Source: an optimization exercise on an open RTL-to-GDS flow (aim: small area and a short achievable clock period). Production flows keep margins and buffers that such runs may drop.
RTL that was checked went through simulation tests only; none was proved equivalent to the original.
No functional check of the RTL was part of runs 1 to 4.
No activity file was given, so power comes from the tool's default toggle rates.

===== design/flow/design.v =====
module bist_multiplexer (
    input logic [7:0] normal_data,
    input logic normal_rwbar,
    input logic [3:0] bist_data,
    input logic bist_we,
    input logic NbarT,
    input logic nNbarT,
    output logic we,
    output logic [7:0] mem_data
);
assign we = bist_we | (nNbarT & ~normal_rwbar);
assign mem_data = NbarT ? {4'b0000, bist_data} : normal_data;
endmodule
module bist_addrdec (
    input logic [5:0] normal_addr,
    input logic [7:0] blo,
    input logic [7:0] bhi,
    input logic nNbarT,
    output logic [7:0] lo,
    output logic [7:0] hi
);
always_comb
    for (int i = 0; i < 8; i++) begin
        lo[i] = blo[i] | (nNbarT & (normal_addr[2:0] == i[2:0]));
        hi[i] = bhi[i] | (nNbarT & (normal_addr[5:3] == i[2:0]));
    end
endmodule
module bist_wordsel (
    input logic [7:0] lo,
    input logic [7:0] hi,
    input logic en,
    output logic [63:0] sel
);
always_comb
    for (int w = 0; w < 64; w++)
        sel[w] = hi[w / 8] & lo[w % 8] & en;
endmodule
module bist_rdbit (
    input logic [63:0] sel,
    input logic [63:0] d,
    input logic byp,
    input logic byp_d,
    output logic q
);
logic [31:0] t1;
logic [7:0] t2;
logic [3:0] t3;
logic b;
for (genvar k = 0; k < 32; k++) begin : g1
    bist_aoi22 A (.a(sel[2*k]), .b(d[2*k]), .c(sel[2*k+1]), .d(d[2*k+1]), .y(t1[k]));
end
for (genvar k = 0; k < 8; k++) begin : g2
    bist_nand4 N (.a(t1[4*k]), .b(t1[4*k+1]), .c(t1[4*k+2]), .d(t1[4*k+3]), .y(t2[k]));
end
bist_and2 B (.a(byp), .b(byp_d), .y(b));
bist_nor2 R0 (.a(t2[0]), .b(t2[1]), .y(t3[0]));
bist_nor2 R1 (.a(t2[2]), .b(t2[3]), .y(t3[1]));
bist_nor2 R2 (.a(t2[4]), .b(t2[5]), .y(t3[2]));
bist_nor3 R3 (.a(t2[6]), .b(t2[7]), .c(b), .y(t3[3]));
bist_nand4 F (.a(t3[0]), .b(t3[1]), .c(t3[2]), .d(t3[3]), .y(q));
endmodule
module bist_aoi22 (input logic a, b, c, d, output logic y);
assign y = ~((a & b) | (c & d));
endmodule
module bist_nand4 (input logic a, b, c, d, output logic y);
assign y = ~(a & b & c & d);
endmodule
module bist_nor2 (input logic a, b, output logic y);
assign y = ~(a | b);
endmodule
module bist_nor3 (input logic a, b, c, output logic y);
assign y = ~(a | b | c);
endmodule
module bist_and2 (input logic a, b, output logic y);
assign y = a & b;
endmodule
module bist_comparator (
    input logic clk,
    input logic NbarT,
    input logic write_en,
    input logic [3:0] data_t,
    input logic [7:0] ramout,
    output logic fail
);
always_ff @(posedge clk)
    fail <= NbarT & ~write_en & (ramout != {4'b0000, data_t});
endmodule
module bist_sram
(
    input logic [7:0] rlo,
    input logic [7:0] rhi,
    input logic [7:0] wlo,
    input logic [7:0] whi,
    input logic [7:0] ramin,
    input logic we, clk,
    output logic [7:0] ramout
);
    logic [7:0] mem [64];
    logic [63:0] rsel, wsel;
    logic [63:0] col [8];
    logic [7:0] rd;
    bist_wordsel RSEL (.lo(rlo), .hi(rhi), .en(~we), .sel(rsel));
    bist_wordsel WSEL (.lo(wlo), .hi(whi), .en(we), .sel(wsel));
    always_ff @(posedge clk)
        for (int w = 0; w < 64; w++)
            if (wsel[w])
                mem[w] <= ramin;
    always_comb
        for (int b = 0; b < 8; b++)
            for (int w = 0; w < 64; w++)
                col[b][w] = mem[w][b];
    for (genvar b = 0; b < 8; b++) begin : g_rd
        bist_rdbit R (.sel(rsel), .d(col[b]), .byp(we), .byp_d(ramin[b]), .q(rd[b]));
    end
    always_ff @(posedge clk)
        ramout <= rd;
endmodule
module bist_controller (
  input clk,
  input reset,
  input start,
  output reg [7:0] lo,
  output reg [7:0] hi,
  output reg write_en,
  output [3:0] data_in,
  input [3:0] data_out,
  output reg bist_done,
  output reg bist_result,
  output test_mode,
  output reg nact
);
  localparam BLANKET_0 = 3'b000, BLANKET_1 = 3'b001, CHECKERBOARD = 3'b010,
             CHECKERBOARD_INV = 3'b011, MARCH_C = 3'b100, MARCH_A = 3'b101;
  reg act, rd, direction, d1, d0;
  reg [2:0] pattern;
  reg [7:0] count;
  reg act_n, rd_n, dir_n, d1_n, d0_n, we_n, done_n, res_n;
  reg [2:0] pat_n;
  reg [7:0] count_n;
  reg [5:0] addr_n;
  assign test_mode = act;
  assign data_in = {d1, d0, d1, d0};
  wire last = &count;
  wire [7:0] count_inc = count + 8'd1;
  wire [5:0] addr_step = direction ? count_inc[5:0] : ~count[5:0];
  always_comb begin
    act_n = act;
    rd_n = rd;
    dir_n = direction;
    d1_n = d1;
    d0_n = d0;
    we_n = write_en;
    done_n = bist_done;
    res_n = bist_result;
    pat_n = pattern;
    count_n = count;
    addr_n = 6'd0;
    if (reset) begin
      act_n = 1'b0;
      rd_n = 1'b0;
      pat_n = BLANKET_0;
      count_n = 8'd0;
      we_n = 1'b0;
      d1_n = 1'b0;
      d0_n = 1'b0;
      done_n = 1'b0;
      res_n = 1'b1;
      dir_n = 1'b1;
    end else if (!act) begin
      if (start && !bist_done) begin
        act_n = 1'b1;
        rd_n = 1'b0;
        count_n = 8'd0;
        we_n = 1'b1;
        d1_n = 1'b0;
        d0_n = 1'b0;
      end
    end else if (!rd) begin
      if (last) begin
        rd_n = 1'b1;
        count_n = 8'd0;
        we_n = 1'b0;
      end else begin
        count_n = count_inc;
        addr_n = addr_step;
        if (pattern == CHECKERBOARD) begin
          d1_n = ~count[0];
          d0_n = count[0];
        end else if (pattern == CHECKERBOARD_INV) begin
          d1_n = count[0];
          d0_n = ~count[0];
        end
      end
    end else begin
      if (last) begin
        if (pattern == MARCH_A && !direction) begin
          act_n = 1'b0;
          done_n = 1'b1;
        end else begin
          rd_n = 1'b0;
          count_n = 8'd0;
          we_n = 1'b1;
          addr_n = ((pattern == MARCH_C || pattern == MARCH_A) && direction) ? 6'h3f : 6'd0;
          case (pattern)
            BLANKET_0: pat_n = BLANKET_1;
            BLANKET_1: begin
              pat_n = CHECKERBOARD;
              d1_n = 1'b1;
              d0_n = 1'b1;
            end
            CHECKERBOARD: begin
              pat_n = CHECKERBOARD_INV;
              d1_n = 1'b0;
              d0_n = 1'b1;
            end
            CHECKERBOARD_INV: begin
              pat_n = MARCH_C;
              d1_n = 1'b1;
              d0_n = 1'b0;
            end
            MARCH_C: begin
              if (direction) dir_n = 1'b0;
              else pat_n = MARCH_A;
              d1_n = 1'b0;
              d0_n = 1'b0;
            end
            MARCH_A: begin
              dir_n = 1'b0;
              d1_n = 1'b1;
              d0_n = 1'b1;
            end
            default: ;
          endcase
        end
      end else begin
        if (data_out != data_in) res_n = 1'b0;
        if (pattern == MARCH_C) begin
          if (count == 8'd0) begin
            d1_n = 1'b1;
            d0_n = 1'b1;
            we_n = 1'b1;
          end else if (count == 8'd1) begin
            if (data_out != 4'hF) res_n = 1'b0;
            d1_n = 1'b0;
            d0_n = 1'b0;
            we_n = 1'b1;
          end else if (count == 8'd2) begin
            if (data_out != 4'h0) res_n = 1'b0;
            we_n = 1'b0;
          end
        end else if (pattern == MARCH_A) begin
          if (count == 8'd0) begin
            if (data_out != 4'h0) res_n = 1'b0;
            d1_n = 1'b1;
            d0_n = 1'b1;
            we_n = 1'b1;
          end else if (count == 8'd1) begin
            if (data_out != 4'hF) res_n = 1'b0;
            we_n = 1'b0;
          end
        end
        count_n = count_inc;
        addr_n = addr_step;
      end
    end
  end
  always @(posedge clk) begin
    act <= act_n;
    nact <= ~act_n;
    rd <= rd_n;
    direction <= dir_n;
    d1 <= d1_n;
    d0 <= d0_n;
    write_en <= we_n;
    bist_done <= done_n;
    bist_result <= res_n;
    pattern <= pat_n;
    count <= count_n;
    for (int i = 0; i < 8; i++) begin
      lo[i] <= act_n && (addr_n[2:0] == i[2:0]);
      hi[i] <= act_n && (addr_n[5:3] == i[2:0]);
    end
  end
endmodule
module BIST #(
  parameter int size = 6,
  parameter int length = 8
) (
  input logic start, rst, clk, rwbarin,
  input logic [size-1:0] address,
  input logic [length-1:0] datain,
  output logic [length-1:0] dataout,
  output logic fail,
  output logic bist_done,
  output logic bist_result
);
  logic NbarT, nNbarT, write_en, we;
  logic [7:0] blo, bhi, rlo, rhi, wlo, whi;
  logic [3:0] data_t;
  logic [7:0] ramin, ramout;
  bist_multiplexer MUX (
    .normal_data(datain),
    .normal_rwbar(rwbarin),
    .bist_data(data_t),
    .bist_we(write_en),
    .NbarT(NbarT),
    .nNbarT(nNbarT),
    .we(we),
    .mem_data(ramin)
  );
  bist_addrdec WDEC (
    .normal_addr(address),
    .blo(blo),
    .bhi(bhi),
    .nNbarT(nNbarT),
    .lo(wlo),
    .hi(whi)
  );
  bist_addrdec RDEC (
    .normal_addr(address),
    .blo(blo),
    .bhi(bhi),
    .nNbarT(nNbarT),
    .lo(rlo),
    .hi(rhi)
  );
  bist_controller CNTRL (
    .clk(clk),
    .reset(rst),
    .start(start),
    .lo(blo),
    .hi(bhi),
    .write_en(write_en),
    .data_in(data_t),
    .data_out(ramout[3:0]),
    .bist_done(bist_done),
    .bist_result(bist_result),
    .test_mode(NbarT),
    .nact(nNbarT)
  );
  bist_sram MEM (
    .rlo(rlo),
    .rhi(rhi),
    .wlo(wlo),
    .whi(whi),
    .ramin(ramin),
    .we(we),
    .clk(clk),
    .ramout(ramout)
  );
  bist_comparator CMP (
    .clk(clk),
    .NbarT(NbarT),
    .write_en(write_en),
    .data_t(data_t),
    .ramout(ramout),
    .fail(fail)
  );
  assign dataout = ramout;
endmodule

===== design/flow/flow/run.sh =====
#!/bin/bash
# The standard layout, with the port buffers made of plain buffers
# (sky130_fd_sc_hd__buf_4) instead of the resizer's default choice.
set -euo pipefail
export BUFFER_PORTS_ARGS="-buffer_cell sky130_fd_sc_hd__buf_4"
bash standard.sh finish > standard_finish.log 2>&1

===== design/flow/standard.sh =====
#!/bin/bash
# synth_recipe.tcl (not shown) runs the flow's synth.tcl, then flattens the netlist and writes it again
# the make line also repeats each setting of config.mk as NAME=value (left out here)
make -C /OpenROAD-flow-scripts/flow DESIGN_CONFIG=/design/flow/config.mk WORK_HOME=/design/flow/orfs CLKGATE_MAP_FILE= SYNTH_SCRIPT=/design/flow/synth_recipe.tcl "${@:-finish}"

===== design/flow/config.mk =====
export PLATFORM = sky130hd
export DESIGN_NAME = BIST
export DESIGN_NICKNAME = BIST
export VERILOG_FILES = /design/flow/design.v
export SDC_FILE = /design/flow/constraint.sdc
export NUM_CORES = 4
export LEC_CHECK = 0
export ABC_AREA = 1
export CAP_MARGIN = 20
export CORE_MARGIN = 2
export CORE_UTILIZATION = 40
export SETUP_SLACK_MARGIN = 2.0
export SLEW_MARGIN = 20
export SYNTH_HIERARCHICAL = 1

===== design/flow/constraint.sdc =====
create_clock -name core_clock -period 4.2 [get_ports {clk}]
set_input_delay 0.8400 -clock core_clock [delete_from_list [all_inputs] [get_ports {clk}]]
set_output_delay 0.8400 -clock core_clock [all_outputs]
set_load 0.01 [all_outputs]

==> qor.txt, run 1 <==
status - finished clean
GRT Util Overall - 0.205
max-slew violations - 0
min Tclk post-route - 2340 ps
DR WL/cell - 17.9 µm
flops & latches, synth - 557
CTS sink count - 557
initial antenna violation count - 2
Worst setup SP type - flip-flop
data arrival time of the worst path - 2590 ps
Fin Hold WS - 457 ps
WL met2 - 31400 µm
I/O pin count - 29
Die Span Y - 251 µm
DR pass1 iterations - 5
Area Growth Syn to Fin - 21.0%
FFs w/ async S/R, synth - 0
Synth top area share - 0.630
DRT iter0 DRCs - 1163
clock-pin slew on the worst setup and hold paths - 60 ps
fraction of layout cells with a size suffix above 1 - 0.167
DP HPWL - 43600 µm
Setup TNS - 0 ps
worst min-delay path category - flip-flop to flip-flop
final hold viol count - 0
area of the multi-input gates - 7170 µm²
largest net degree at the start of global routing - 36
Root Buffer - clkbuf_16
post-synthesis cell type count - 34
Vias/cell - 4.70
post-route cell area - 29500 µm²
Slew HR - 0.397
Worst VDD drop - 0.000354 V
Mapped Area - 24400 µm²
Worst Max-Slew Pin Slew - 902 ps
top cell type by total area after synthesis - edfxtp_1
hold buffer count at cts - 0
CTS H-tree depth - 2
worst-case clock skew - 16.3 ps
post-synthesis mux area share - 0
area of the core - 60400 µm²
Die W - 251 µm
gpl congestion - 0.916
Mapped Cells - 2634
Clk Latency, worst-skew pair - 620 ps
Power Density - 416 nW/µm²
simple-gate share of the synthesized area - 0.234
prevailing post-synth register cell - edfxtp_1
Synth Area in XOR/XNOR - 0.00108
syn nets - 2656
EDFF count, synth - 512
Starting Density - 0.405
Max FO, Critical Path - 8
yosys warns - 15
TritonCTS Buffers - 59
Die ar. - 63000 µm²
fill count - 5428
Setup-failing EPs final - 0
largest family of logic cells by synthesized area - simple AND/OR/NAND/NOR gates
Util after Layout - 0.489
synth cell count leaders - nand2_1, inv_1, edfxtp_1
grt total ovfl - 0
dpl cell area - 25800 µm²
met3 wire len - 4270 µm
Met1 Routed Length - 27500 µm
number of global-route vias before repair - 17000
Synth Area in Adders - 0.00205
Max Cap Viol - 0
Antenna Violating Nets Remaining - 0
IO Port Bufs - 28
DRC Markers - 0
worst path required time - 4440 ps
Leakage Power - 12.1 nW
Compound-Gate Fraction of Synth Area - 0.00902
final WL - 64700 µm
nets - 2815
most frequent cell after synthesis - nand2_1
sequential cell area fraction in the yosys report - 0.667
RSZ-0062 raised after global routing - yes
CTS tree - done
critical setup path kind - flip-flop to flip-flop
f_max - 427 MHz
register area - 16300 µm²
Mean Syn Cell Area - 9.27 µm²
clk buf depth - 3
Max Used Layer - met5
routed vias - 17100
largest cells by area after synthesis - edfxtp_1, nand2_1, inv_1, dfxtp_1, nor2_1
fin crit share - 0.558
Site Rows - 90
diodes inserted - 0
first-pass GRT wire length - 97900 µm
CP endpoint kind - flip-flop
[cells by family after synthesis]
group                    Yosys count
AND/OR/NAND/NOR                 1474
buffers and inverters            557
flip-flops                       557
AO/OA/AOI/OAI                     39
adder cells (fa/ha/maj)            4
XOR/XNOR                           3
[path summary, 6_finish.rpt]
kind,start,endpoint,slack (ps),cells after the start
setup reg to reg,CNTRL.nact,MEM.mem[21][7],1860,6
setup / recovery,CNTRL.nact,MEM.mem[21][7],1860,6
hold reg to reg,CNTRL.bist_result,CNTRL.bist_result,460,2
hold / removal,CNTRL.bist_result,CNTRL.bist_result,460,2
[worst max-delay path, cell delays in order, from the launching register on]
cell     delay, ps
dfxtp_4        390
nand2_1         90
inv_2           80
nand2_1         50
nand2_1         50
nand2_1        490
nor2_1         810
[cell usage in the layout, fill, tap and decap left out, types with 26 or more instances in the layout]
cell type	instances
buf_4	82
clkbuf_16	61
dfxtp_1	39
edfxtp_1	512
inv_1	505
inv_2	29
nand2_1	1142
nand2_2	42
nand3_1	26
nor2_1	79
nor2_2	48
nor2_4	113
[what timing repair did]
action                                  CTS  global route
gates resized for setup                 133           181
endpoints found under the setup margin  492           340
pin swaps                                 1            47
setup buffers                            10            51
[sequential cells by signal, indices dropped and copies added (netlist names)]
signal / cells
CNTRL.rd: 1
CNTRL.bist_done: 1
CNTRL.lo: 8
CNTRL.direction: 1
CMP.fail: 1
CNTRL.nact: 1
CNTRL.hi: 8
MEM.ramout: 8
CNTRL.d1: 1
CNTRL.bist_result: 1
CNTRL.write_en: 1
CNTRL.pattern: 3
MEM.mem: 512
CNTRL.count: 8
CNTRL.d0: 1
CNTRL.act: 1
[stage by stage]
| stage | worst slack, ps | power [mW] | cells |
|---|---|---|---|
| after global routing | 1800 | 12.6 | 3625 |
| after global placement | 1070 | 6.98 | 3452 |
| after detailed placement | 1030 | 7.00 | 3453 |
| after floorplan | 2010 | 6.65 | 2634 |
| final | 1860 | 12.3 | 3625 |
| after CTS | 1900 | 12.2 | 3574 |
[modules after synthesis (local to each module, per instance), excerpt]
module	copies in the design	cell area (µm²)	flops+latches
bist_aoi22	256	15.0	0
bist_sram	1	15500	520
bist_multiplexer	1	105	0
bist_controller	1	2000	36
bist_and2	8	7.51	0
bist_nor2	24	3.75	0
bist_nand4	72	18.8	0
bist_addrdec	2	267	0
bist_comparator	1	120	1
bist_nor3	8	17.5	0
[cell type report]
type | count | share of cell area
well taps | 782 | 0.0331
clock buffers | 72 | 0.0541
multi-input cells | 1520 | 0.243
inverters | 545 | 0.0705
repair buffers | 110 | 0.0365
clock inverters | 39 | 0.0116
flip-flops and latches | 557 | 0.551
[metal layers]
layer | track usage | vias to the layer above
met5 | 0 | -
met4 | 0.0634 | 4
met3 | 0.0391 | 107
met2 | 0.346 | 532
li1 | - | 8362
met1 | 0.269 | 8048
[where the power goes]
part           switching [mW]  total (mW)  internal, mW
clock                    2.21        5.23          3.01
combinational           0.581       0.813         0.232
sequential             0.0690        6.23          6.16
total                    2.86        12.3          9.41
==> run 2: changes to the inputs <==
--- a/design/flow/config.mk
+++ b/design/flow/config.mk
@@ -5,10 +5,11 @@
 export SDC_FILE = /design/flow/constraint.sdc
 export NUM_CORES = 4
 export LEC_CHECK = 0
-export ABC_AREA = 1
 export CAP_MARGIN = 20
 export CORE_MARGIN = 2
 export CORE_UTILIZATION = 40
+export CTS_CLUSTER_DIAMETER = 100
+export CTS_CLUSTER_SIZE = 30
 export SETUP_SLACK_MARGIN = 2.0
 export SLEW_MARGIN = 20
 export SYNTH_HIERARCHICAL = 1
==> run 2 against run 1 <==
Compared with the run above: cell count is 41% lower; count of clock-buffer cells in the layout decreased by 36; sequential power about the same; register-to-register slack better by 160 ps; critical path depth rose by 2; via count shrank 25%; critical endpoint is now MEM.ramout[2]; largest power group unchanged; utilization is 4.6 points lower; still clean; first-iteration DRC count up 10%.
==> qor.txt, run 2 <==
max-slew violations - 0
Worst VDD drop - 0.000287 V
largest cells by area after synthesis - edfxtp_1, a22oi_2, dfxtp_1, and3_1, nand4_1
first-pass GRT wire length - 87100 µm
top cell type by total area after synthesis - edfxtp_1
Root Buffer - clkbuf_16
fin crit share - 0.534
worst-case clock skew - 18.1 ps
clock-pin slew on the worst setup and hold paths - 110 ps
Leakage Power - 7.69 nW
GR Util met3 - 0.0358
number of global-route vias before repair - 12600
clk buf depth - 3
yosys warns - 15
CP endpoint kind - flip-flop
routed vias - 12800
diodes inserted - 0
Clk Latency, worst-skew pair - 590 ps
grt total ovfl - 0
final WL - 58800 µm
final hold viol count - 0
met1 Usage GRT - 0.278
simple-gate share of the synthesized area - 0.0945
EDFF count, synth - 512
Setup TNS - 0 ps
Power Density - 381 nW/µm²
Die ar. - 59200 µm²
nets - 1383
Util after Layout - 0.444
fill count - 4898
commonest non-fill, non-tap cell in the layout - edfxtp_1
post-synthesis cell type count - 70
DR WL/cell - 27.6 µm
Reg with most FFs - MEM.mem
Mapped Area - 22900 µm²
Synth top area share - 0.672
gpl congestion - 0.840
synth cell count leaders - edfxtp_1, a22oi_2, and3_1
I/O pin count - 29
area of the multi-input gates - 6770 µm²
critical setup path kind - input port to flip-flop
Synth Area in Adders - 0.00219
GRT Util Overall - 0.198
Compound-Gate Fraction of Synth Area - 0.175
most frequent cells in the layout - edfxtp_1, a22oi_2, nand4_1
f_max - 446 MHz
sequential cell area fraction in the yosys report - 0.711
Die W - 243 µm
Max FO, Critical Path - 12
critical-path cell list - buf_4, nor2_1, a31o_2, and3_4, a22oi_2, nand4_1, nor2_1, nand4_1
Setup-failing EPs final - 0
post-synthesis mux area share - 0.00306
DRT iter0 DRCs - 1285
CTS tree - done
Site Rows - 87
Die Span Y - 243 µm
Antenna Violating Nets Remaining - 0
Mapped Cells - 1331
status - finished clean
register area - 16300 µm²
Slew HR - 0.411
flops & latches, synth - 557
Mean Syn Cell Area - 17.2 µm²
FFs w/ async S/R, synth - 0
TritonCTS Buffers - 23
fraction of layout cells with a size suffix above 1 - 0.358
Slowest-stage cell, CP - a31o_2
initial antenna violation count - 2
DRC Markers - 0
Largest register FFs - 512
IO Port Bufs - 28
hold buffer count at cts - 0
area of the core - 56500 µm²
Vias/cell - 5.98
Max Cap Viol - 0
busiest layer in global routing - met2
Worst path max stage delay - 410 ps
worst path required time - 4640 ps
CTS H-tree depth - 1
Worst Max-Slew Pin Slew - 883 ps
Worst setup SP type - input port
largest net degree at the start of global routing - 73
Area Growth Syn to Fin - 9.51%
min Tclk post-route - 2240 ps
CTS sink count - 557
prevailing post-synth register cell - edfxtp_1
DP HPWL - 38500 µm
met2 Use GR - 0.316
DR pass1 iterations - 5
Post-CTS Setup Bufs - 0
RSZ-0062 raised after global routing - yes
largest family of logic cells by synthesized area - compound AO/OA/AOI/OAI gates
data arrival time of the worst path - 2680 ps
syn nets - 1353
worst min-delay path category - flip-flop to flip-flop
most frequent cell after synthesis - edfxtp_1
Synth Area in XOR/XNOR - 0.00268
Starting Density - 0.405
==> run 2: cell types whose count changed after synthesis, moves of 20 or more <==
| cell | previous run | this run |
|---|---|---|
| a22oi_2 | 0 | 256 |
| and3_1 | 0 | 97 |
| and3_2 | 0 | 36 |
| inv_1 | 527 | 18 |
| nand2_1 | 1192 | 13 |
| nand3_1 | 26 | 6 |
| nand4_1 | 2 | 75 |
| nor2_1 | 224 | 59 |
==> run 2: final timing paths <==
check	end	startpoint	depth (start not counted)	slack (ps)
min	CNTRL.bist_done	CNTRL.bist_done	2	510
min reg2reg	CNTRL.bist_done	CNTRL.bist_done	2	510
max reg2reg	MEM.ramout[3]	CNTRL.nact	8	2020
max	MEM.ramout[2]	address[1]	8	1960
==> run 2: layout make-up <==
| type | count | share of cell area |
|---|---|---|
| flip-flops and latches | 557 | 0.650 |
| multi-input cells | 721 | 0.270 |
| well taps | 756 | 0.0377 |
| clock buffers | 36 | 0.0249 |
| repair buffers | 39 | 0.0130 |
| inverters | 19 | 0.00284 |
| clock inverters | 5 | 0.00215 |
==> run 2: timing repair <==
item                                    in CTS  in global routing
hold endpoints to repair                     0                  0
pin swaps                                   13                 13
gates resized for setup                     88                 42
endpoints found under the setup margin     134                384
==> run 2: critical path, delay by kind of cell <==
family | cells | cell delay (ps)
simple gates | 5 | 990
buf+inv | 1 | 180
compound gates | 2 | 660
==> run 2: cell families (layout without fill, tap and decap cells) <==
family          Yosys count  count (layout)
flops                   557             557
simple gates            350             350
compound gates          355             355
mux                       5               5
buf+inv                  53              99
xor+xnor                  7               7
fa+ha+maj                 4               4
==> run 2: power by group <==
part / internal (mW) / switching, mW
Combinational: 0.160 / 0.411
Clock: 1.07 / 1.71
Sequential: 6.14 / 0.0667
==> run 2: per-module statistics from Yosys, one instance, submodules excluded, a selection <==
module,cell area [µm²],flip-flops and latches,cells inside
bist_sram,15500,520,521
bist_wordsel,453,0,70
bist_addrdec,215,0,25
bist_multiplexer,118,0,11
bist_comparator,78.8,1,9
bist_aoi22,12.5,0,1
bist_nor3,10.0,0,1
bist_nand4,6.26,0,1
==> run 2: per-stage QoR <==
| step | hold slack [ps] | setup slack (ps) | cells | area, µm² | power, mW |
|---|---|---|---|---|---|
| after floorplan | 453 | 2000 | 1331 | 23000 | 6.57 |
| after detailed placement | 491 | 1120 | 2092 | 24000 | 6.87 |
| after CTS | 521 | 1990 | 2133 | 25000 | 9.56 |
| final | 514 | 1960 | 2133 | 25100 | 9.55 |
| after global placement | 495 | 1110 | 2091 | 24000 | 6.86 |
| after global routing | 540 | 1920 | 2133 | 25100 | 9.80 |
==> run 2: metal layers <==
| layer | wire length, µm | vias to the layer above |
|---|---|---|
| li1 | - | 5619 |
| met1 | 25400 | 6645 |
| met2 | 28000 | 417 |
| met3 | 3810 | 79 |
| met4 | 1620 | 2 |
| met5 | 13 | - |
==> run 3: changes to the inputs <==
--- a/design/flow/design.v
+++ b/design/flow/design.v
@@ -79,11 +79,14 @@
     input logic NbarT,
     input logic write_en,
     input logic [3:0] data_t,
-    input logic [7:0] ramout,
+    input logic [7:0] rd,
+    output logic [7:0] seen,
     output logic fail
 );
-always_ff @(posedge clk)
-    fail <= NbarT & ~write_en & (ramout != {4'b0000, data_t});
+always_ff @(posedge clk) begin
+    seen <= rd;
+    fail <= NbarT & ~write_en & (seen != {4'b0000, data_t});
+end
 endmodule
 module bist_sram
 (
@@ -93,12 +96,12 @@
     input logic [7:0] whi,
     input logic [7:0] ramin,
     input logic we, clk,
+    output logic [7:0] rd,
     output logic [7:0] ramout
 );
     logic [7:0] mem [64];
     logic [63:0] rsel, wsel;
     logic [63:0] col [8];
-    logic [7:0] rd;
     bist_wordsel RSEL (.lo(rlo), .hi(rhi), .en(~we), .sel(rsel));
     bist_wordsel WSEL (.lo(wlo), .hi(whi), .en(we), .sel(wsel));
     always_ff @(posedge clk)
@@ -297,7 +300,7 @@
   logic NbarT, nNbarT, write_en, we;
   logic [7:0] blo, bhi, rlo, rhi, wlo, whi;
   logic [3:0] data_t;
-  logic [7:0] ramin, ramout;
+  logic [7:0] ramin, rd, ramout, seen;
   bist_multiplexer MUX (
     .normal_data(datain),
     .normal_rwbar(rwbarin),
@@ -332,7 +335,7 @@
     .hi(bhi),
     .write_en(write_en),
     .data_in(data_t),
-    .data_out(ramout[3:0]),
+    .data_out(seen[3:0]),
     .bist_done(bist_done),
     .bist_result(bist_result),
     .test_mode(NbarT),
@@ -346,6 +349,7 @@
     .ramin(ramin),
     .we(we),
     .clk(clk),
+    .rd(rd),
     .ramout(ramout)
   );
   bist_comparator CMP (
@@ -353,7 +357,8 @@
     .NbarT(NbarT),
     .write_en(write_en),
     .data_t(data_t),
-    .ramout(ramout),
+    .rd(rd),
+    .seen(seen),
     .fail(fail)
   );
   assign dataout = ramout;
--- a/design/flow/config.mk
+++ b/design/flow/config.mk
@@ -9,7 +9,7 @@
 export CORE_MARGIN = 2
 export CORE_UTILIZATION = 40
 export CTS_CLUSTER_DIAMETER = 100
-export CTS_CLUSTER_SIZE = 30
+export CTS_CLUSTER_SIZE = 25
 export SETUP_SLACK_MARGIN = 2.0
 export SLEW_MARGIN = 20
 export SYNTH_HIERARCHICAL = 1
==> run 3 against run 2 <==
Compared with the run above: count of clock-buffer cells in the layout rose by 10; die area rose by 0.82%; sequential share of layout area is 0.34 points lower; clock power up 5%; worst setup slack lost 29 ps; sequential power rose by 1%; maximum frequency down 1.3%; first-iteration DRC count is 4.4% lower; design area grew 1.5%; utilization about the same; non-clock buffer count is 17 higher.
==> qor.txt, run 3 <==
flops & latches, synth - 565
Mean Syn Cell Area - 17.2 µm²
largest net degree at the start of global routing - 73
worst path required time - 4600 ps
number of global-route vias before repair - 12700
Bufs and invs on worst path - 2
hold buffer count at cts - 0
CTS H-tree depth - 1
Setup-failing EPs final - 0
worst min-delay path category - flip-flop to flip-flop
gpl congestion - 0.827
Mapped Area - 23100 µm²
FFs w/ async S/R, synth - 0
commonest non-fill, non-tap cell in the layout - edfxtp_1
final hold viol count - 0
status - finished clean
reg2reg setup slack - 1930 ps
area of the core - 57400 µm²
Worst VDD drop - 0.000403 V
post-synthesis cell type count - 69
synth cell count leaders - edfxtp_1, a22oi_2, and3_1
I/O pin count - 29
Area Growth Syn to Fin - 10.3%
fill count - 4970
Die W - 244 µm
Util after Layout - 0.444
busiest layer in global routing - met2
Clk Latency, worst-skew pair - 610 ps
min Tclk post-route - 2270 ps
DP HPWL - 36900 µm
Synth top area share - 0.666
worst hold stages - 1
cells on worst reg2reg path - 8
most frequent cell after synthesis - edfxtp_1
Vias/cell - 5.86
worst-case clock skew - 28.8 ps
Reg with most FFs - MEM.mem
top cell type by total area after synthesis - edfxtp_1
nets - 1415
Worst Max-Slew Pin Slew - 799 ps
Root Buffer - clkbuf_16
Max FO, Critical Path - 8
IO Port Bufs - 28
GR Util met3 - 0.0254
Starting Density - 0.402
EDFF count, synth - 512
fin crit share - 0.541
Die ar. - 59700 µm²
Mapped Cells - 1342
cell mode on critical path - nand4_1
CP endpoint kind - flip-flop
f_max - 440 MHz
critical setup path kind - flip-flop to flip-flop
syn nets - 1364
TritonCTS Buffers - 26
Antenna Violating Nets Remaining - 0
Largest register FFs - 512
initial antenna violation count - 2
Worst setup SP type - flip-flop
data arrival time of the worst path - 2670 ps
first-pass GRT wire length - 84900 µm
DR WL/cell - 26.1 µm
routed vias - 12800
Leakage Power - 7.90 nW
clock-pin slew on the worst setup and hold paths - 100 ps
fraction of layout cells with a size suffix above 1 - 0.348
worst r2r dst - MEM.ramout[3]
Max Cap Viol - 0
Hold Path Sink - CMP.fail
Die Span Y - 244 µm
reg2reg start - CNTRL.nact
yosys warns - 15
GRT Util Overall - 0.190
grt total ovfl - 0
met1 Usage GRT - 0.270
max-slew violations - 0
CTS tree - done
CTS sink count - 565
prevailing post-synth register cell - edfxtp_1
Worst path max stage delay - 390 ps
diodes inserted - 0
clk buf depth - 3
Site Rows - 88
critical-path cell list - buf_6, a31o_4, buf_12, and3_4, a22oi_2, nand4_1, nor2_2, nand4_1
Slew HR - 0.467
Power Density - 385 nW/µm²
DRT iter0 DRCs - 1228
Slowest-stage cell, CP - dfxtp_4
Setup TNS - 0 ps
DR pass1 iterations - 7
final WL - 56900 µm
HP Start - CNTRL.write_en
met2 Use GR - 0.314
sequential cell area fraction in the yosys report - 0.712
most frequent cells in the layout - edfxtp_1, a22oi_2, nand4_1
RSZ-0062 raised after global routing - yes
DRC Markers - 0
largest cells by area after synthesis - edfxtp_1, a22oi_2, dfxtp_1, and3_1, nand4_1
CP top delay family - simple AND/OR/NAND/NOR gates
## run 3: cell types whose count changed in the layout (fill, tap and decap cells not counted), moves of 5 or more
| cell | previous run | this run |
|---|---|---|
| dfxtp_1 | 36 | 48 |
| nand2_1 | 13 | 20 |
| nor3b_1 | 1 | 6 |
| buf_4 | 36 | 51 |
| dfxtp_2 | 9 | 2 |
| clkbuf_1 | 13 | 20 |
| and3_1 | 45 | 55 |
| and3_4 | 49 | 34 |
## run 3: worst max path at each step
stage | depth (start not counted) | startpoint | to | slack (ps)
3_5_place_dp | 9 | rwbarin | MEM.ramout[5] | 940
4_1_cts | 7 | CNTRL.nact | MEM.ramout[5] | 1930
6_report | 8 | CNTRL.nact | MEM.ramout[3] | 1930
5_1_grt | 7 | CNTRL.nact | MEM.ramout[3] | 1910
3_3_place_gp | 9 | rwbarin | CMP.seen[5] | 950
2_1_floorplan | 9 | rwbarin | CMP.seen[0] | 2030
## run 3: routing by layer
layer | wire length (µm) | vias up | share of wire
met2 | 27400 | 364 | 0.48
li1 | - | 5684 | -
met5 | 0 | - | 0
met3 | 3280 | 55 | 0.058
met4 | 1020 | 0 | 0.018
met1 | 25200 | 6652 | 0.44
## run 3: worst register-to-register path, stage by stage (launching register included)
cell,delay [ps]
dfxtp_4,390
buf_6,150
a31o_4,310
buf_12,160
and3_4,210
a22oi_2,180
nand4_1,210
nor2_2,220
nand4_1,250
## run 3: Yosys stat by module, one instance, submodules excluded, excerpt
module	cells	cell area, µm²
bist_addrdec	25	215
bist_and2	1	6.26
bist_comparator	17	239
bist_controller	235	1980
bist_multiplexer	11	118
bist_sram	521	15500
## run 3: cell families (layout without fill, tap and decap cells)
group	count (synthesis)	in the layout	synth area share
simple gates	351	351	0.0944
buf+inv	53	124	0.0125
fa+ha+maj	4	4	0.00217
mux	6	6	0.00347
compound gates	354	354	0.172
xor+xnor	9	9	0.00341
flops	565	565	0.712
## run 3: power by group
| part | switching (mW) | leakage [nW] | internal, mW |
|---|---|---|---|
| logic | 0.415 | 2.46 | 0.164 |
| clock network | 1.73 | 0.357 | 1.20 |
| registers | 0.0707 | 5.09 | 6.22 |
## run 3: layout make-up
| class | instances | area, µm² | share of cell area |
|---|---|---|---|
| inverter | 20 | 82.6 | 0.00324 |
| multi-input combinational | 724 | 6770 | 0.266 |
| sequential | 565 | 16400 | 0.646 |
| timing repair buffer | 56 | 448 | 0.0176 |
| clock inverter | 2 | 27.5 | 0.00108 |
| tap | 765 | 957 | 0.0376 |
| clock buffer | 46 | 726 | 0.0285 |
## run 3: per-stage QoR
stage | cells | worst slack (ps) | power (mW) | hold slack (ps) | area [µm²]
6_report | 2178 | 1930 | 9.79 | 531 | 25500
3_5_place_dp | 2109 | 943 | 6.96 | 510 | 24200
2_1_floorplan | 1342 | 2030 | 6.67 | 435 | 23200
4_1_cts | 2158 | 1930 | 9.83 | 531 | 25200
3_3_place_gp | 2109 | 953 | 6.95 | 511 | 24200
5_1_grt | 2178 | 1910 | 10.1 | 544 | 25500
## run 3: repair_timing
| item | CTS | global route |
|---|---|---|
| resized for setup | 77 | 31 |
| pin swaps | 14 | 44 |
| buffers inserted | 1 | 20 |
| endpoints found under the setup margin | 679 | 135 |
==> run 4: changes to the inputs <==
==> design/flow/flow/run.sh (replaced) <==
#!/bin/bash
# The standard layout, with the port buffers made of plain buffers
# (sky130_fd_sc_hd__buf_4) instead of the resizer's default choice, and
# synthesis mapping for a lighter load (ABC_LOAD_IN_FF 1) so that it picks
# smaller gates; timing repair sizes up the ones that need it.
set -euo pipefail
export BUFFER_PORTS_ARGS="-buffer_cell sky130_fd_sc_hd__buf_4"
bash standard.sh ABC_LOAD_IN_FF=1 finish > standard_finish.log 2>&1
==> run 4 against run 3 <==
Compared with the run above: wire length is essentially flat; combinational power fell by 3%; maximum frequency is 2.8% higher; register-to-register slack better by 60 ps; count of clock-buffer cells in the layout up 1; synthesized cell count is the same; largest cell class unchanged.
==> qor.txt, run 4 <==
status - finished clean
Mean Syn Cell Area - 16.2 µm²
Vias/cell - 6.13
routed vias - 12900
clock-pin slew on the worst setup and hold paths - 100 ps
most frequent cells in the layout - edfxtp_1, a22oi_1, nand4_1
Slew HR - 0.351
syn nets - 1364
Power Density - 405 nW/µm²
Mapped Cells - 1342
Synth top area share - 0.708
TritonCTS Buffers - 26
sequential cell area fraction in the yosys report - 0.757
data arrival time of the worst path - 2680 ps
Setup TNS - 0 ps
largest net degree at the start of global routing - 73
DR pass1 iterations - 5
worst setup margin - 1990 ps
post-synthesis cell type count - 67
Largest register FFs - 512
f_max - 453 MHz
Max Cap Viol - 0
Crit. Startpoint - CNTRL.nact
CTS H-tree depth - 1
reg2reg start - CNTRL.nact
Clk Latency, worst-skew pair - 600 ps
number of global-route vias before repair - 12400
I/O pin count - 29
CTS sink count - 565
CP endpoint kind - flip-flop
switching power share of the total - 0.221
pre-CTS setup slack - 846 ps
final hold viol count - 0
initial antenna violation count - 2
Met1 Routed Length - 24600 µm
fin crit share - 0.526
CTS tree - done
worst min-delay path category - flip-flop to flip-flop
Util after Layout - 0.450
post-route cell area - 24200 µm²
yosys warns - 15
DR WL/cell - 27.1 µm
Worst setup SP type - flip-flop
dpl cells - 2042
synth cell count leaders - edfxtp_1, a22oi_1, and3_1
worst hold stages - 1
final WL - 56800 µm
fraction of layout cells with a size suffix above 1 - 0.191
Antenna Violating Nets Remaining - 0
Site Rows - 85
prevailing post-synth register cell - edfxtp_1
Max Used Layer - met4
top cell type by total area after synthesis - edfxtp_1
RSZ-0062 raised after global routing - yes
Net Sw Power - 2.17 mW
Internal Pwr Total - 7.63 mW
cells on worst reg2reg path - 7
EDFF count, synth - 512
Die Span Y - 237 µm
area of the core - 53700 µm²
WL met2 - 26300 µm
gpl congestion - 0.867
Clk pwr share - 0.301
Reg with most FFs - MEM.mem
critical setup path kind - flip-flop to flip-flop
sequential share of power - 0.642
DRT iter0 DRCs - 1398
min Tclk post-route - 2210 ps
IO Port Bufs - 28
Area Growth Syn to Fin - 11.3%
worst-case clock skew - 21.8 ps
Mapped Area - 21700 µm²
most frequent cell after synthesis - edfxtp_1
HP Start - CNTRL.write_en
Leakage Power - 7.72 nW
Max FO, Critical Path - 11
Die W - 237 µm
total power draw - 9.80 mW
FFs w/ async S/R, synth - 0
Fin Hold WS - 519 ps
met3 wire len - 3930 µm
largest cells by area after synthesis - edfxtp_1, a22oi_1, dfxtp_1, and3_1, nand4_1
dpl cell area - 22700 µm²
Setup-failing EPs final - 0
post-route insts no fill - 2097
GRT Util Overall - 0.201
DRC Markers - 0
flops & latches, synth - 565
DP HPWL - 36900 µm
max-slew violations - 0
commonest non-fill, non-tap cell in the layout - edfxtp_1
Die ar. - 56200 µm²
combinational share of power - 0.057
grt total ovfl - 0
clk buf depth - 3
Starting Density - 0.404
Worst VDD drop - 0.000305 V
Root Buffer - clkbuf_16
nets - 1398
first-pass GRT wire length - 83400 µm
Worst Max-Slew Pin Slew - 965 ps
worst path required time - 4670 ps
[run 4: logic make-up (layout without fill, tap and decap cells)]
kind of cell    count (synthesis)  after routing  share of synthesized area
flops                         565            565                      0.757
compound gates                354            354                      0.123
simple gates                  351            351                     0.0980
buf+inv                        53            107                     0.0128
xor+xnor                        9              9                    0.00363
mux                             6              6                    0.00317
fa+ha+maj                       4              4                    0.00230
other cells                     0              5                          0
[run 4: power groups by stage]
stage / clock (mW) / sequential, mW / combinational [mW]
finish: 2.95 / 6.29 / 0.563
global route: 3.16 / 6.30 / 0.597
CTS: 2.98 / 6.29 / 0.544
detailed placement: 0 / 6.42 / 0.512
global placement: 0 / 6.42 / 0.501
floorplan: 0 / 6.38 / 0.259
[run 4: worst max-delay path, cell delays in order (launching register included)]
cell     delay (ps)
dfxtp_4         410
buf_4           200
a31o_2          290
and3_2          310
a22oi_1         320
nand4_1         170
nor2_2          230
nand4_1         140
[run 4: final cells by class]
type / instances / area (µm²)
inverter: 20 / 80.1
sequential: 565 / 16400
antenna: 5 / 12.5
timing repair buffer: 39 / 293
fill: 4619 / 29500
tap: 696 / 871
clock inverter: 1 / 8.76
multi-input combinational: 724 / 5700
clock buffer: 47 / 772
[run 4: worst paths after layout]
kind	end	slack (ps)
setup reg to reg	MEM.ramout[3]	1990
setup / recovery	MEM.ramout[3]	1990
hold / removal	CMP.fail	520
hold reg to reg	CMP.fail	520
[run 4: timing repair]
action / CTS / global route
buffers inserted: 1 / 1
hold buffers: 0 / 0
pin swaps: 16 / 22
gates cloned: 0 / 0
setup endpoints to repair: 657 / 69
resized for setup: 119 / 76
[run 4: per-module statistics from Yosys, one instance, submodules excluded, excerpt]
module / cells inside / area, µm² / flops+latches / copies in the design
bist_multiplexer: 11 / 106 / 0 / 1
bist_wordsel: 70 / 453 / 0 / 2
bist_nor3: 1 / 5.00 / 0 / 8
bist_comparator: 17 / 239 / 9 / 1
bist_addrdec: 25 / 215 / 0 / 2
bist_aoi22: 1 / 7.51 / 0 / 256
bist_nor2: 1 / 3.75 / 0 / 24
bist_nand4: 1 / 6.26 / 0 / 72
bist_controller: 235 / 1950 / 36 / 1
bist_sram: 521 / 15500 / 520 / 1
[run 4: per-layer routing]
| layer | vias to the layer above | global-route usage |
|---|---|---|
| met5 | - | 0 |
| met4 | 0 | 0.0694 |
| met3 | 93 | 0.0315 |
| met2 | 517 | 0.313 |
| met1 | 6587 | 0.287 |
| li1 | 5653 | - |
==> run 5: changes to the inputs <==
--- a/design/flow/design.v
+++ b/design/flow/design.v
@@ -4,25 +4,28 @@
     input logic [3:0] bist_data,
     input logic bist_we,
     input logic NbarT,
-    input logic nNbarT,
     output logic we,
     output logic [7:0] mem_data
 );
-assign we = bist_we | (nNbarT & ~normal_rwbar);
+assign we = bist_we | (~NbarT & ~normal_rwbar);
 assign mem_data = NbarT ? {4'b0000, bist_data} : normal_data;
 endmodule
 module bist_addrdec (
+    input logic clk,
     input logic [5:0] normal_addr,
     input logic [7:0] blo,
     input logic [7:0] bhi,
-    input logic nNbarT,
+    input logic nact_next,
     output logic [7:0] lo,
     output logic [7:0] hi
 );
+logic nact;
+always_ff @(posedge clk)
+    nact <= nact_next;
 always_comb
     for (int i = 0; i < 8; i++) begin
-        lo[i] = blo[i] | (nNbarT & (normal_addr[2:0] == i[2:0]));
-        hi[i] = bhi[i] | (nNbarT & (normal_addr[5:3] == i[2:0]));
+        lo[i] = blo[i] | (nact & (normal_addr[2:0] == i[2:0]));
+        hi[i] = bhi[i] | (nact & (normal_addr[5:3] == i[2:0]));
     end
 endmodule
 module bist_wordsel (
@@ -130,7 +133,7 @@
   output reg bist_done,
   output reg bist_result,
   output test_mode,
-  output reg nact
+  output nact_next
 );
   localparam BLANKET_0 = 3'b000, BLANKET_1 = 3'b001, CHECKERBOARD = 3'b010,
              CHECKERBOARD_INV = 3'b011, MARCH_C = 3'b100, MARCH_A = 3'b101;
@@ -142,6 +145,7 @@
   reg [7:0] count_n;
   reg [5:0] addr_n;
   assign test_mode = act;
+  assign nact_next = ~act_n;
   assign data_in = {d1, d0, d1, d0};
   wire last = &count;
   wire [7:0] count_inc = count + 8'd1;
@@ -269,7 +273,6 @@
   end
   always @(posedge clk) begin
     act <= act_n;
-    nact <= ~act_n;
     rd <= rd_n;
     direction <= dir_n;
     d1 <= d1_n;
@@ -297,7 +300,7 @@
   output logic bist_done,
   output logic bist_result
 );
-  logic NbarT, nNbarT, write_en, we;
+  logic NbarT, nact_next, write_en, we;
   logic [7:0] blo, bhi, rlo, rhi, wlo, whi;
   logic [3:0] data_t;
   logic [7:0] ramin, rd, ramout, seen;
@@ -307,23 +310,24 @@
     .bist_data(data_t),
     .bist_we(write_en),
     .NbarT(NbarT),
-    .nNbarT(nNbarT),
     .we(we),
     .mem_data(ramin)
   );
   bist_addrdec WDEC (
+    .clk(clk),
     .normal_addr(address),
     .blo(blo),
     .bhi(bhi),
-    .nNbarT(nNbarT),
+    .nact_next(nact_next),
     .lo(wlo),
     .hi(whi)
   );
   bist_addrdec RDEC (
+    .clk(clk),
     .normal_addr(address),
     .blo(blo),
     .bhi(bhi),
-    .nNbarT(nNbarT),
+    .nact_next(nact_next),
     .lo(rlo),
     .hi(rhi)
   );
@@ -339,7 +343,7 @@
     .bist_done(bist_done),
     .bist_result(bist_result),
     .test_mode(NbarT),
-    .nact(nNbarT)
+    .nact_next(nact_next)
   );
   bist_sram MEM (
     .rlo(rlo),
==> run 5 against run 4 <==
Compared with the run above: critical path depth grew 2; register-to-register slack lost 60 ps; first-iteration DRC count grew 2.7%; worst hold slack lost 45 ps; synthesized area is essentially flat; non-clock buffer count grew 4; via count grew 0.64%.
==> qor.txt, run 5 <==
prevailing post-synth register cell - edfxtp_1
FFs w/ async S/R, synth - 0
first-pass GRT wire length - 82800 µm
CTS tree - done
area of the core - 53800 µm²
Die Span Y - 237 µm
yosys warns - 15
worst path required time - 4680 ps
nets - 1402
Area Growth Syn to Fin - 11.3%
Max Cap Viol - 0
CTS sink count - 566
reg2reg start - CNTRL.act
fraction of layout cells with a size suffix above 1 - 0.195
worst-case clock skew - 29.6 ps
Setup TNS - 0 ps
number of global-route vias before repair - 12500
Setup-failing EPs final - 0
Starting Density - 0.404
Worst Max-Slew Pin Slew - 899 ps
Worst setup SP type - input port
Met1 Routed Length - 23500 µm
Die ar. - 56200 µm²
Leakage Power - 7.76 nW
reg2reg setup slack - 1930 ps
commonest non-fill, non-tap cell in the layout - edfxtp_1
max-slew violations - 0
grt total ovfl - 0
sequential cell area fraction in the yosys report - 0.757
WL met2 - 27500 µm
Vias/cell - 6.16
Die W - 237 µm
I/O pin count - 29
final WL - 56800 µm
IO Port Bufs - 28
Worst VDD drop - 0.000306 V
Mapped Cells - 1340
Slew HR - 0.401
top cell type by total area after synthesis - edfxtp_1
status - finished clean
f_max - 435 MHz
largest cells by area after synthesis - edfxtp_1, a22oi_1, dfxtp_1, and3_1, nand4_1
Util after Layout - 0.449
Mapped Area - 21700 µm²
fill count - 4655
Mean Syn Cell Area - 16.2 µm²
HP Start - CNTRL.bist_done
Reg with most FFs - MEM.mem
Power Density - 403 nW/µm²
final hold viol count - 0
Clk Latency, worst-skew pair - 600 ps
GRT Util Overall - 0.198
clock-pin slew on the worst setup and hold paths - 100 ps
EDFF count, synth - 512
routed vias - 12900
Max FO, Critical Path - 12
gpl congestion - 0.915
synth cell count leaders - edfxtp_1, a22oi_1, and3_1
Synth top area share - 0.707
Antenna Violating Nets Remaining - 0
Max Used Layer - met4
critical setup path kind - input port to flip-flop
TritonCTS Buffers - 26
data arrival time of the worst path - 2780 ps
most frequent cells in the layout - edfxtp_1, a22oi_1, nand4_1
CP endpoint kind - flip-flop
post-synthesis cell type count - 69
DR pass1 iterations - 5
most frequent cell after synthesis - edfxtp_1
largest net degree at the start of global routing - 73
met3 wire len - 4380 µm
worst min-delay path category - flip-flop to flip-flop
DRC Markers - 0
DRT iter0 DRCs - 1436
flops & latches, synth - 566
clk buf depth - 3
initial antenna violation count - 2
Site Rows - 85
syn nets - 1362
CTS H-tree depth - 1
min Tclk post-route - 2300 ps
DR WL/cell - 27.1 µm
DP HPWL - 37800 µm
Largest register FFs - 512
fin crit share - 0.548
RSZ-0062 raised after global routing - yes
Root Buffer - clkbuf_16
Crit. Startpoint - address[3]
-- run 5: cell types whose count changed after synthesis, sizes merged, moves of 4 or more --
cell    change
a31oi       +4
nor3b       -5
nand3b      +4
nor3        +5
nor4        +5
a311oi      -5
nand2       -7
nor2        +5
-- run 5: per-module statistics from Yosys, one instance, submodules excluded, a selection --
module | cells inside | times used | flops+latches | cell area, µm²
bist_nand4 | 1 | 72 | 0 | 6.26
bist_addrdec | 26 | 2 | 1 | 235
bist_controller | 232 | 1 | 35 | 1930
bist_nor3 | 1 | 8 | 0 | 5.00
bist_nor2 | 1 | 24 | 0 | 3.75
bist_and2 | 1 | 8 | 0 | 6.26
bist_comparator | 17 | 1 | 9 | 239
bist_sram | 521 | 1 | 520 | 15500
bist_wordsel | 70 | 2 | 0 | 453
bist_aoi22 | 1 | 256 | 0 | 7.51
bist_multiplexer | 10 | 1 | 0 | 103
-- run 5: routing by layer --
layer / global-route usage / up-vias
li1: - / 5647
met1: 0.273 / 6683
met2: 0.327 / 521
met3: 0.0331 / 81
met4: 0.0522 / 0
met5: 0 / -
-- run 5: cells by family (layout without fill, tap and decap cells) --
family                   after synthesis  count (layout)  share of synthesized area
multiplexers                           6               6                    0.00317
flip-flops                           566             566                      0.757
AND/OR/NAND/NOR                      350             350                     0.0984
XOR/XNOR                              13              13                    0.00524
buffers and inverters                 50             108                     0.0124
other                                  0               4                          0
AO/OA/AOI/OAI                        351             351                      0.121
adder cells (fa/ha/maj)                4               4                    0.00230
-- run 5: layout make-up --
class,count,area (µm²),area share
tap,696,871,0.0360
timing repair buffer,43,377,0.0156
clock inverter,2,27.5,0.00114
inverter,18,80.1,0.00331
antenna,4,10.0,0.000414
clock buffer,44,718,0.0297
sequential,566,16500,0.681
timing repair inverter,1,11.3,0.000466
multi-input combinational,724,5630,0.233
-- run 5: through the flow --
stage / hold slack [ps] / instance area, µm² / std cells / setup WS [ps] / power (mW)
4_1_cts: 483 / 23900 / 2091 / 1970 / 9.79
3_5_place_dp: 463 / 22800 / 2041 / 938 / 6.94
3_3_place_gp: 472 / 22800 / 2041 / 946 / 6.93
2_1_floorplan: 419 / 21800 / 1340 / 2000 / 6.66
5_1_grt: 501 / 24200 / 2095 / 1840 / 10.0
6_report: 474 / 24200 / 2098 / 1900 / 9.75
-- run 5: worst paths after layout --
path / endpoint / cells after the start
min reg2reg: CNTRL.bist_done / 2
max: CMP.seen[2] / 9
min: CNTRL.bist_done / 2
max reg2reg: CMP.seen[2] / 10
-- run 5: repair_timing --
action | 4_1_cts | 5_1_grt
gates cloned | 1 | 1
hold buffers | 0 | 0
gates resized for setup | 105 | 51
setup endpoints to repair | 65 | 109
pin swaps | 33 | 29
buffers inserted | 3 | 2
-- run 5: critical path, stage by stage --
cell	delay (ps)
buf_4	150
inv_1	80
a41o_2	370
and3_4	270
a22oi_2	220
nand4_1	240
nor3_4	310
nand4_1	130
buf_6	160
-- run 5: power breakdown --
group	switching [mW]	leakage (nW)	internal, mW
sequential	0.0663	5.09	6.24
combinational	0.418	2.31	0.164
clock	1.68	0.355	1.19
total	2.17	7.76	7.59
==> run 6: changes to the inputs <==
--- a/design/flow/config.mk
+++ b/design/flow/config.mk
@@ -7,9 +7,9 @@
 export LEC_CHECK = 0
 export CAP_MARGIN = 20
 export CORE_MARGIN = 2
-export CORE_UTILIZATION = 40
+export CORE_UTILIZATION = 55
 export CTS_CLUSTER_DIAMETER = 100
 export CTS_CLUSTER_SIZE = 25
-export SETUP_SLACK_MARGIN = 2.0
+export SETUP_SLACK_MARGIN = 2.15
 export SLEW_MARGIN = 20
 export SYNTH_HIERARCHICAL = 1
==> run 6 against run 5 <==
Compared with the run above: still clean; sequential power about the same; total power increased by 0.53%; global-route usage increased by 8.2 points; synthesized area unchanged; synthesized cell count unchanged; design area increased by 1.3%; combinational power increased by 3.6%; clock power about the same; critical endpoint is now MEM.ramout[2].
==> qor.txt, run 6 <==
Slew HR - 0.477
worst-case clock skew - 27.6 ps
most frequent cells in the layout - edfxtp_1, a22oi_1, a22oi_2
Max FO, Critical Path - 8
Die ar. - 41100 µm²
I/O pin count - 29
EDFF count, synth - 512
Die W - 203 µm
yosys warns - 15
flops & latches, synth - 566
sequential cell area fraction in the yosys report - 0.757
Power Density - 400 nW/µm²
FFs w/ async S/R, synth - 0
f_max - 464 MHz
Area Growth Syn to Fin - 12.7%
Worst setup SP type - flip-flop
diodes inserted - 0
initial antenna violation count - 1
largest cells by area after synthesis - edfxtp_1, a22oi_1, dfxtp_1, and3_1, nand4_1
CTS sink count - 566
Setup TNS - 0 ps
Clk Latency, worst-skew pair - 590 ps
DR WL/cell - 29.6 µm
fraction of layout cells with a size suffix above 1 - 0.257
area of the core - 38800 µm²
dpl cells - 1865
final hold viol count - 0
grt total ovfl - 0
routed vias - 12900
clk buf depth - 3
Vias/cell - 6.68
DRT iter0 DRCs - 1187
worst hold stages - 1
Antenna Violating Nets Remaining - 0
worst path required time - 4650 ps
commonest non-fill, non-tap cell in the layout - edfxtp_1
Reg with most FFs - MEM.mem
GRT Util Overall - 0.280
synth cell count leaders - edfxtp_1, a22oi_1, and3_1
first-pass GRT wire length - 83800 µm
worst r2r dst - MEM.ramout[2]
CTS H-tree depth - 1
max-slew violations - 0
Hold Path Sink - CMP.fail
total power draw - 9.81 mW
data arrival time of the worst path - 2610 ps
top cell type by total area after synthesis - edfxtp_1
most frequent cell after synthesis - edfxtp_1
CTS tree - done
Leakage Power - 7.79 nW
final WL - 57200 µm
reg2reg start - RDEC.nact
number of global-route vias before repair - 12600
Mapped Area - 21700 µm²
reg2reg setup slack - 2050 ps
gpl congestion - 0.871
nets - 1413
Max Cap Viol - 0
Largest register FFs - 512
IO Port Bufs - 28
Site Rows - 72
fin crit share - 0.513
clock-pin slew on the worst setup and hold paths - 100 ps
Root Buffer - clkbuf_16
RSZ-0062 raised after global routing - yes
HP Start - CNTRL.write_en
Mean Syn Cell Area - 16.2 µm²
Synth top area share - 0.707
cells on worst reg2reg path - 8
CP endpoint kind - flip-flop
largest net degree at the start of global routing - 73
prevailing post-synth register cell - edfxtp_1
post-synthesis cell type count - 69
Setup-failing EPs final - 0
DRC Markers - 0
min Tclk post-route - 2150 ps
worst min-delay path category - flip-flop to flip-flop
Mapped Cells - 1340
DP HPWL - 36800 µm
Die Span Y - 203 µm
Worst Max-Slew Pin Slew - 785 ps
post-route insts no fill - 1928
status - finished clean
Worst VDD drop - 0.000319 V
critical setup path kind - flip-flop to flip-flop
TritonCTS Buffers - 26
Starting Density - 0.560
DR pass1 iterations - 5
syn nets - 1362
run 6: metal layers:
| metal | vias up | global-route usage | part of all wire |
|---|---|---|---|
| met3 | 95 | 0.0543 | 0.076 |
| li1 | 5672 | - | - |
| met5 | - | 0 | 0 |
| met1 | 6650 | 0.393 | 0.41 |
| met2 | 470 | 0.447 | 0.48 |
| met4 | 0 | 0.0931 | 0.035 |
run 6: stage by stage:
| step | utilization | hold slack (ps) | setup WS, ps | instance area (µm²) |
|---|---|---|---|---|
| 3_3_place_gp | 0.583 | 451 | 1060 | 22600 |
| 4_1_cts | 0.626 | 481 | 2030 | 24300 |
| 5_1_grt | 0.631 | 482 | 2040 | 24500 |
| 2_1_floorplan | - | 419 | 2030 | 21900 |
| 6_report | 0.631 | 473 | 2050 | 24500 |
| 3_5_place_dp | 0.583 | 462 | 1060 | 22600 |
run 6: layout make-up:
class	count	area, µm²
Fill cell	2808	14300
Inverter	18	80.1
Clock buffer	46	747
Multi-Input combinational cell	724	6070
Timing Repair Buffer	55	468
Sequential cell	566	16500
Clock inverter	1	11.3
Tap cell	518	648
run 6: how the worst max path moves through the flow:
| stage | slack (ps) | end | cells past startpoint | from |
|---|---|---|---|---|
| after CTS | 2030 | MEM.ramout[2] | 8 | RDEC.nact |
| after floorplan | 2030 | CMP.seen[1] | 8 | rwbarin |
| after global routing | 2040 | CMP.seen[5] | 7 | RDEC.nact |
| after global placement | 1060 | CMP.seen[4] | 8 | address[2] |
| after detailed placement | 1060 | MEM.ramout[0] | 8 | address[1] |
| final | 2050 | MEM.ramout[2] | 8 | RDEC.nact |
run 6: where the power goes:
part / internal [mW] / switching (mW) / leakage, nW
Sequential: 6.24 / 0.0698 / 5.09
Clock: 1.22 / 1.67 / 0.361
Combinational: 0.171 / 0.431 / 2.34
run 6: what timing repair did:
action / in CTS / in global routing
hold endpoints to repair: 0 / 0
setup buffers: 12 / 4
resized for setup: 209 / 52
endpoints found under the setup margin: 455 / 339
hold buffers: 0 / 0
pin swaps: 88 / 56
run 6: cell families (layout without fill, tap and decap cells):
group | after synthesis | in the layout | synth area share
adders and majority gates | 4 | 4 | 0.00230
muxes | 6 | 6 | 0.00317
AOI/OAI and AO/OA | 351 | 351 | 0.121
and+or+nand+nor | 350 | 350 | 0.0984
DFF | 566 | 566 | 0.757
xor gates and xnor gates | 13 | 13 | 0.00524
buffers and inverters | 50 | 120 | 0.0124
run 6: Yosys stat by module (local to each module, per instance), excerpt:
module | cell area (µm²) | flops+latches | times used
bist_aoi22 | 7.51 | 0 | 256
bist_and2 | 6.26 | 0 | 8
bist_nor3 | 5.00 | 0 | 8
bist_nor2 | 3.75 | 0 | 24
bist_multiplexer | 103 | 0 | 1
bist_nand4 | 6.26 | 0 | 72
bist_comparator | 239 | 9 | 1
bist_sram | 15500 | 520 | 1
run 6: critical path: stages (launching register included):
cell,delay (ps)
dfxtp_4,390
nor2b_4,150
a21o_4,310
and3_4,260
buf_4,140
a22oi_2,240
nand4_1,210
nor3_2,160
nand4_1,150
==> run 7: changes to the inputs <==
--- a/design/flow/config.mk
+++ b/design/flow/config.mk
@@ -10,6 +10,6 @@
 export CORE_UTILIZATION = 55
 export CTS_CLUSTER_DIAMETER = 100
 export CTS_CLUSTER_SIZE = 25
-export SETUP_SLACK_MARGIN = 2.15
+export SETUP_SLACK_MARGIN = 2.0
 export SLEW_MARGIN = 20
 export SYNTH_HIERARCHICAL = 1
==> run 7 against run 6 <==
Compared with the run above: still clean on timing, DRC and antenna; sequential cell count is the same; sequential share of layout area up 1.5 points; clock power about the same; sequential power about the same; total power fell by 0.19%; design area shrank 2.2%; die area stayed put; largest power group unchanged; highest routed layer is now met5.
==> qor.txt, run 7 <==
Reg with most FFs - MEM.mem
worst min-delay path category - flip-flop to flip-flop
CTS H-tree depth - 1
gpl congestion - 0.951
f_max - 458 MHz
Die Span Y - 203 µm
Area Growth Syn to Fin - 10.2%
sequential cell area fraction in the yosys report - 0.757
Max Cap Viol - 0
data arrival time of the worst path - 2640 ps
Worst setup SP type - flip-flop
critical setup path kind - flip-flop to flip-flop
number of global-route vias before repair - 12700
Starting Density - 0.560
most frequent cell after synthesis - edfxtp_1
DRC Markers - 0
Antenna Violating Nets Remaining - 0
met2 Use GR - 0.455
GRT Util Overall - 0.284
first-pass GRT wire length - 84500 µm
DP HPWL - 37600 µm
EDFF count, synth - 512
clk buf depth - 3
Root Buffer - clkbuf_16
post-route cell area - 23900 µm²
CP endpoint kind - flip-flop
RSZ-0062 raised after global routing - yes
status - finished clean
reg2reg setup slack - 2010 ps
Fin Hold WS - 472 ps
pre-CTS setup slack - 1030 ps
Worst Setup EP - MEM.ramout[7]
Die W - 203 µm
CTS sink count - 566
Largest register FFs - 512
commonest non-fill, non-tap cell in the layout - edfxtp_1
worst hold stages - 2
CTS tree - done
total power draw - 9.79 mW
Max FO, Critical Path - 10
worst r2r dst - MEM.ramout[7]
fraction of layout cells with a size suffix above 1 - 0.197
TritonCTS Buffers - 26
met1 Usage GRT - 0.397
DR WL/cell - 30.2 µm
dpl cells - 1864
Die ar. - 41100 µm²
I/O pin count - 29
worst path required time - 4650 ps
FFs w/ async S/R, synth - 0
Mapped Area - 21700 µm²
Synth top area share - 0.707
IO Port Bufs - 28
Worst VDD drop - 0.000322 V
dpl cell area - 22500 µm²
cells on worst reg2reg path - 7
flops & latches, synth - 566
most frequent cells in the layout - edfxtp_1, a22oi_1, nand4_1
largest cells by area after synthesis - edfxtp_1, a22oi_1, dfxtp_1, and3_1, nand4_1
post-synthesis cell type count - 69
Setup TNS - 0 ps
DR pass1 iterations - 6
reg2reg start - RDEC.nact
Mapped Cells - 1340
fin crit share - 0.520
busiest layer in global routing - met2
Clk Latency, worst-skew pair - 600 ps
GR Util met3 - 0.0557
post-route insts no fill - 1916
nets - 1399
largest net degree at the start of global routing - 73
synth cell count leaders - edfxtp_1, a22oi_1, and3_1
Worst Max-Slew Pin Slew - 905 ps
max-slew violations - 0
final hold viol count - 0
Power Density - 409 nW/µm²
grt total ovfl - 0
Setup-failing EPs final - 0
Mean Syn Cell Area - 16.2 µm²
DRT iter0 DRCs - 1328
yosys warns - 15
Leakage Power - 7.70 nW
area of the core - 38800 µm²
worst setup margin - 2010 ps
final WL - 57900 µm
Site Rows - 72
Slew HR - 0.397
clock-pin slew on the worst setup and hold paths - 100 ps
routed vias - 12900
min Tclk post-route - 2190 ps
prevailing post-synth register cell - edfxtp_1
syn nets - 1362
worst-case clock skew - 31.3 ps
Crit. Startpoint - RDEC.nact
top cell type by total area after synthesis - edfxtp_1
Util after Layout - 0.617
Vias/cell - 6.74
initial antenna violation count - 2
-- run 7: cell count changes in the layout (fill, tap and decap cells not counted), sizes merged --
cell,change
buf,-15
diode,+1
inv,+1
clkbuf,+1
-- run 7: cell type report --
class / count / area (µm²)
multi-input combinational: 724 / 5650
antenna: 1 / 2.50
clock buffer: 47 / 751
fill: 2865 / 14900
inverter: 18 / 80.1
tap: 518 / 648
sequential: 566 / 16500
timing repair inverter: 1 / 11.3
timing repair buffer: 40 / 329
clock inverter: 1 / 11.3
-- run 7: kinds of logic after synthesis --
| kind of cell | share of synthesized area |
|---|---|
| simple gates | 0.0984 |
| mux | 0.00317 |
| xor+xnor | 0.00524 |
| flops | 0.757 |
| buf+inv | 0.0124 |
| compound gates | 0.121 |
| fa+ha+maj | 0.00230 |
-- run 7: Yosys stat by module, one instance, submodules excluded, a selection --
module / cells / flops+latches / times used
bist_wordsel: 70 / 0 / 2
bist_controller: 232 / 35 / 1
bist_multiplexer: 10 / 0 / 1
bist_aoi22: 1 / 0 / 256
bist_and2: 1 / 0 / 8
bist_nor3: 1 / 0 / 8
bist_sram: 521 / 520 / 1
bist_addrdec: 26 / 1 / 2
bist_comparator: 17 / 9 / 1
bist_nor2: 1 / 0 / 24
bist_nand4: 1 / 0 / 72
-- run 7: metal layers --
metal,wire length [µm],vias up,share of wire
met4,2050,2,0.035
met3,4940,126,0.085
met1,23400,6561,0.40
met2,27500,581,0.47
li1,-,5642,-
met5,13,-,0.00022
-- run 7: how the worst min path moves through the flow --
stage / end / start
2_1_floorplan: CMP.fail / CNTRL.write_en
3_3_place_gp: CNTRL.bist_done / CNTRL.bist_done
3_5_place_dp: CNTRL.bist_done / CNTRL.bist_done
4_1_cts: CNTRL.bist_done / CNTRL.bist_done
5_1_grt: CNTRL.bist_done / CNTRL.bist_done
6_report: CNTRL.bist_done / CNTRL.bist_done
-- run 7: worst max-delay path, cell delays in order (launching register included) --
cell,delay (ps)
dfxtp_2,400
nor2b_4,160
a31o_2,330
and3_2,310
a22oi_1,200
nand4_1,220
nor2_2,270
nand4_1,140
-- run 7: report_power, final --
group,internal (mW),switching [mW],total (mW),leakage [nW]
combinational,0.156,0.420,0.576,2.24
sequential,6.24,0.0657,6.30,5.09
clock,1.23,1.68,2.91,0.362
total,7.62,2.17,9.79,7.70
-- run 7: timing repair --
| item | in CTS | in global routing |
|---|---|---|
| gates cloned | 1 | 0 |
| pin swaps | 25 | 38 |
| setup buffers | 2 | 0 |
| hold buffers | 0 | 0 |
| endpoints found under the setup margin | 202 | 242 |
| gates resized for setup | 104 | 72 |

[afterwards: timing with drivers on the ports]
The results above use ideal ports. As a check the final layouts listed here were re-extracted and re-timed, cells and wires unchanged.
Step 1: set_driving_cell puts a clkbuf_16 on clk and a buf_2 on each other input, an assumption about the parent block.
Step 2 also shifts input and output timing later by t, the mid clock arrival at the registers, as if the neighbouring blocks saw the same clock.
Slacks: ideal ports / drivers / drivers and shift; pairs: ideal ports / drivers.
run	t, ns	setup slack, ns	worst setup path at the end	slew at the worst register clock pin (ns)
run 1	0.674	1.858 / 1.858 / 1.235	input to register	0.07 / 0.07
run 2	0.635	1.957 / 1.978 / 1.343	input to register	0.12 / 0.12
run 3	0.657	1.929 / 1.922 / 1.265	input to register	0.10 / 0.10
run 4	0.645	1.990 / 1.985 / 1.341	input to register	0.10 / 0.10
run 5	0.639	1.899 / 1.911 / 1.272	input to register	0.10 / 0.10
run 6	0.639	2.045 / 2.045 / 1.419	input to register	0.10 / 0.10
run 7	0.639	2.015 / 2.015 / 1.379	input to register	0.10 / 0.10
After both steps every run listed still meets setup and hold. The setup slack of run 3, which loses most, moves by -0.007 ns with the drivers and by -0.664 ns with both steps.
